Source: an optimization exercise on an open RTL-to-GDS flow (aim: small area and a short achievable clock period). Production flows keep margins and buffers that such runs may drop. Function was checked by simulation only, so behaviour that the tests miss may differ from the original.

exp/yarrow:
Design PE, start of the top module:
module PE#(
    parameter d_width = 32,
    parameter a_width = 8,
    parameter iact_size =  5,
    parameter kernel_size = 3
)
(
    input start,
    input clk, rst_n,
    input [d_width -1 : 0] weight,
    input [d_width -1 : 0] iact,
    output reg load_weight,
    output reg load_iact,
    output reg done,
    output reg [d_width -1 : 0] pe_out
);
    reg [4:0] cnt;
    wire [4:0] nc = (cnt == 5'd0) ? (start ? 5'd1 : 5'd0) :
                    (cnt == 5'd27) ? 5'd0 : cnt + 5'd1;
    always @(posedge clk or negedge rst_n)
        if (!rst_n) cnt <= 5'd0;
        else cnt <= nc;
    reg ld_i;    
    reg ld_w;    
    reg clr;     
    reg tap4;    
    reg hold;    
    reg outp;    
    always @(posedge clk or negedge rst_n)
        if (!rst_n) begin
            ld_i <= 1'b0; ld_w <= 1'b0; clr <= 1'b0; tap4 <= 1'b0; hold <= 1'b0; outp <= 1'b0;
        end else begin
            ld_i <= (nc >= 5'd1) && (nc <= 5'd5);
            ld_w <= (nc >= 5'd7) && (nc <= 5'd9);
            clr  <= (nc == 5'd9) || (nc == 5'd14) || (nc == 5'd18);
            tap4 <= (nc == 5'd14) || (nc == 5'd18) || (nc == 5'd19) || (nc == 5'd20);
            hold <= (nc == 5'd12);
            outp <= (nc == 5'd14) || (nc == 5'd18) || (nc == 5'd22);
        end
    reg [31:0] r0, r1, r2, r3, r4;
    reg [31:0] w0, w1, w2;
    reg [31:0] a;           
    reg [15:0] an;          
    always @(posedge clk) begin
        r0 <= r1; r1 <= r2; r2 <= r3; r3 <= r4; r4 <= ld_i ? iact : r0;
        w0 <= w1; w1 <= w2; w2 <= ld_w ? weight : w0;
        a <= tap4 ? r0 : r2;
        an <= ~(tap4 ? r0[15:0] : r2[15:0]);
    end
    wire [32:0] bx = {w1, 1'b0};
    reg [15:0] one, two, neg;
    reg [7:0] onen, twon, negn;
    integer k;
    always @(posedge clk) begin
        for (k = 0; k < 16; k = k + 1) begin
            one[k] <= ~hold & (bx[2*k+1] ^ bx[2*k]);
            two[k] <= ~hold & ((bx[2*k+2] & ~bx[2*k+1] & ~bx[2*k]) | (~bx[2*k+2] & bx[2*k+1] & bx[2*k]));
            neg[k] <= ~hold & bx[2*k+2] & ~(bx[2*k+1] & bx[2*k]);
        end
        for (k = 0; k < 8; k = k + 1) begin
  ...
For scale: about 3000 cells after synthesis, ~520 flip-flops, ~100 I/O pins, roughly 0.029 mm^2 of cells after synthesis.
Settings: LEC_CHECK=0, CAP_MARGIN=20, CORE_MARGIN=2, CORE_UTILIZATION=60, CTS_BUF_LIST=sky130_fd_sc_hd__clkbuf_16, CTS_CLUSTER_DIAMETER=60, CTS_CLUSTER_SIZE=30, SLEW_MARGIN=20, BUFFER_PORTS_ARGS=-buffer_cell sky130_fd_sc_hd__buf_2; clock period 10.0 ns.
standard.sh (not shown) runs the stock make flow with config.mk's settings and CLKGATE_MAP_FILE= SYNTH_SCRIPT=/design/flow/synth_recipe.tcl, a recipe that flattens the netlist after the stock synthesis.
==> flow/flow/run.sh <==
#!/bin/bash
# Layout flow: the standard layout (standard.sh), with the port buffers
# made as buf_2 cells instead of the cell buffer_ports picks by default.
set -euo pipefail
cat >> config.mk <<'EOC'
export BUFFER_PORTS_ARGS = -buffer_cell sky130_fd_sc_hd__buf_2
EOC
bash standard.sh > standard.log 2>&1
Looking at the reports, exp/yarrow completed the entire flow and the layout it produced met the timing, DRC and antenna checks.
[inputs] exp/lagoon vs exp/yarrow
Settings: BUFFER_PORTS_ARGS no longer set, was -buffer_cell sky130_fd_sc_hd__buf_2.
==> flow/run.sh (new file) <==
#!/bin/bash
# synth_recipe.tcl (not shown) runs the flow's synth.tcl, then flattens the netlist and writes it again
# the make line also repeats each setting of config.mk as NAME=value (left out here)
make -C /OpenROAD-flow-scripts/flow DESIGN_CONFIG=/design/flow/config.mk WORK_HOME=/design/flow/orfs CLKGATE_MAP_FILE= SYNTH_SCRIPT=/design/flow/synth_recipe.tcl finish
removed: flow/flow/run.sh
removed: flow/standard.sh
--- outcome ---
- Core utilization in exp/lagoon is 1.0 points higher than in exp/yarrow
- Layout clock buffer count (exp/lagoon vs. exp/yarrow) decreases by a few percent
- Synthesized area came out exactly the same in exp/yarrow and exp/lagoon.
- Between exp/lagoon and exp/yarrow, the vias after detailed routing does not differ in any meaningful way.
- Compared to exp/yarrow, the routing of exp/lagoon uses more wire.
- exp/lagoon ends up with a global routing usage on met2 that is 1.9 points higher than in exp/yarrow.
- Lower setup slack among exp/yarrow and exp/lagoon: exp/lagoon
Setup changes, exp/lagoon to exp/juniper
Settings: an added BUFFER_PORTS_ARGS of -buffer_cell sky130_fd_sc_hd__buf_2; an added SETUP_SLACK_MARGIN of 6.9.
==> flow/flow/run.sh (new file) <==
#!/bin/bash
# Layout flow: the standard layout (standard.sh) with two changes:
#  - the port buffers are buf_2 cells instead of the cell buffer_ports picks;
#  - timing repair aims at 6.9 ns of setup slack at the 10 ns clock.
set -euo pipefail
cat >> config.mk <<'EOC'
export BUFFER_PORTS_ARGS = -buffer_cell sky130_fd_sc_hd__buf_2
export SETUP_SLACK_MARGIN = 6.9
EOC
bash standard.sh > standard.log 2>&1
==> flow/standard.sh (new file) <==
#!/bin/bash
# synth_recipe.tcl (not shown) runs the flow's synth.tcl, then flattens the netlist and writes it again
# the make line also repeats each setting of config.mk as NAME=value (left out here)
make -C /OpenROAD-flow-scripts/flow DESIGN_CONFIG=/design/flow/config.mk WORK_HOME=/design/flow/orfs CLKGATE_MAP_FILE= SYNTH_SCRIPT=/design/flow/synth_recipe.tcl "${@:-finish}"
removed: flow/run.sh
Results
Looking at the reports, exp/juniper completed the entire flow and the layout it produced met the timing, DRC and antenna checks. The run showing the greater overall routed net length is exp/juniper. Number of clock-tree buffers in the layout grows by a few percent when moving from exp/lagoon to exp/juniper. Cell area, exp/lagoon and exp/juniper, lower one = exp/lagoon. Cmp exp/juniper vs exp/lagoon: peak fanout along the critical path higher in exp/juniper. The sequential share of layout area of exp/juniper falls short of that of exp/lagoon by 1.3 points. The area overhead of the layout relative to synthesis of exp/juniper exceeds that of exp/lagoon by 5.8 points. Summary of exp/juniper over exp/lagoon: maximum frequency went up 9.5%, depth of the worst register-to-register path moved up. The global-route usage number comes out higher for exp/juniper vs exp/lagoon.
## Diff of input files: exp/cedar against exp/juniper
Settings: swapping 6.9 for 6.8 in SETUP_SLACK_MARGIN; putting SETUP_MOVE_SEQUENCE at sizeup,swap where nothing was set.
==> flow/flow/run.sh <==
#!/bin/bash
# Layout flow: the standard layout (standard.sh) with these changes:
#  - the port buffers are buf_2 cells instead of the cell buffer_ports picks;
#  - timing repair aims at 6.8 ns of setup slack at the 10 ns clock, and
#    may only resize cells and swap pins (no buffers, no cloning).
set -euo pipefail
cat >> config.mk <<'EOC'
export BUFFER_PORTS_ARGS = -buffer_cell sky130_fd_sc_hd__buf_2
export SETUP_SLACK_MARGIN = 6.8
export SETUP_MOVE_SEQUENCE = sizeup,swap
EOC
bash standard.sh > standard.log 2>&1
- exp/cedar: flow completed, timing, DRC and antenna clean
- Between exp/juniper and exp/cedar, the difference in worst-case hold slack is negligible.
- Per the comparison of exp/cedar with exp/juniper, sequential share of layout area now sits higher.
- In the metrics for exp/juniper and exp/cedar, the one carrying the higher area taken by multi-input logic gates is exp/juniper.
- exp/juniper and exp/cedar ended up with nearly the same final cycle utilization of the critical path.
- Comparing exp/cedar against exp/juniper, there is no change at all in initial antenna violation count.

[separate check: timing with driven ports]
In the flow no input, the clock included, has a driving cell. The finished layouts below were timed again as built, in two steps. Step 1: set_driving_cell puts a clkbuf_16 on clk and a buf_2 on each other input, an assumption about the parent block. Step 2 times the ports against the registers' clock, not the clock port: input delays grow and output delays shrink by t, the midpoint of the rising clock arrivals with the driver on. a / b / c = ideal / step 1 / step 2; a / b = the first two.
| run | t (ns) | setup WS [ns] | worst hold slack (ns) | clock arrival spread, ns | worst slew at a driven data input, ns |
|---|---|---|---|---|---|
| exp/yarrow | 0.649 | 6.576 / 6.576 / 6.576 | 0.326 / 0.326 / 0.326 | 0.064 / 0.064 | 0.08 |
| exp/lagoon | 0.645 | 6.496 / 6.439 / 6.524 | 0.305 / 0.305 / 0.305 | 0.044 / 0.044 | 0.08 |
| exp/juniper | 0.644 | 6.801 / 6.801 / 6.801 | 0.326 / 0.326 / 0.326 | 0.059 / 0.060 | 0.08 |
| exp/cedar | 0.649 | 6.787 / 6.787 / 6.787 | 0.327 / 0.327 / 0.327 | 0.057 / 0.057 | 0.08 |
After both steps every run listed still meets setup and hold.
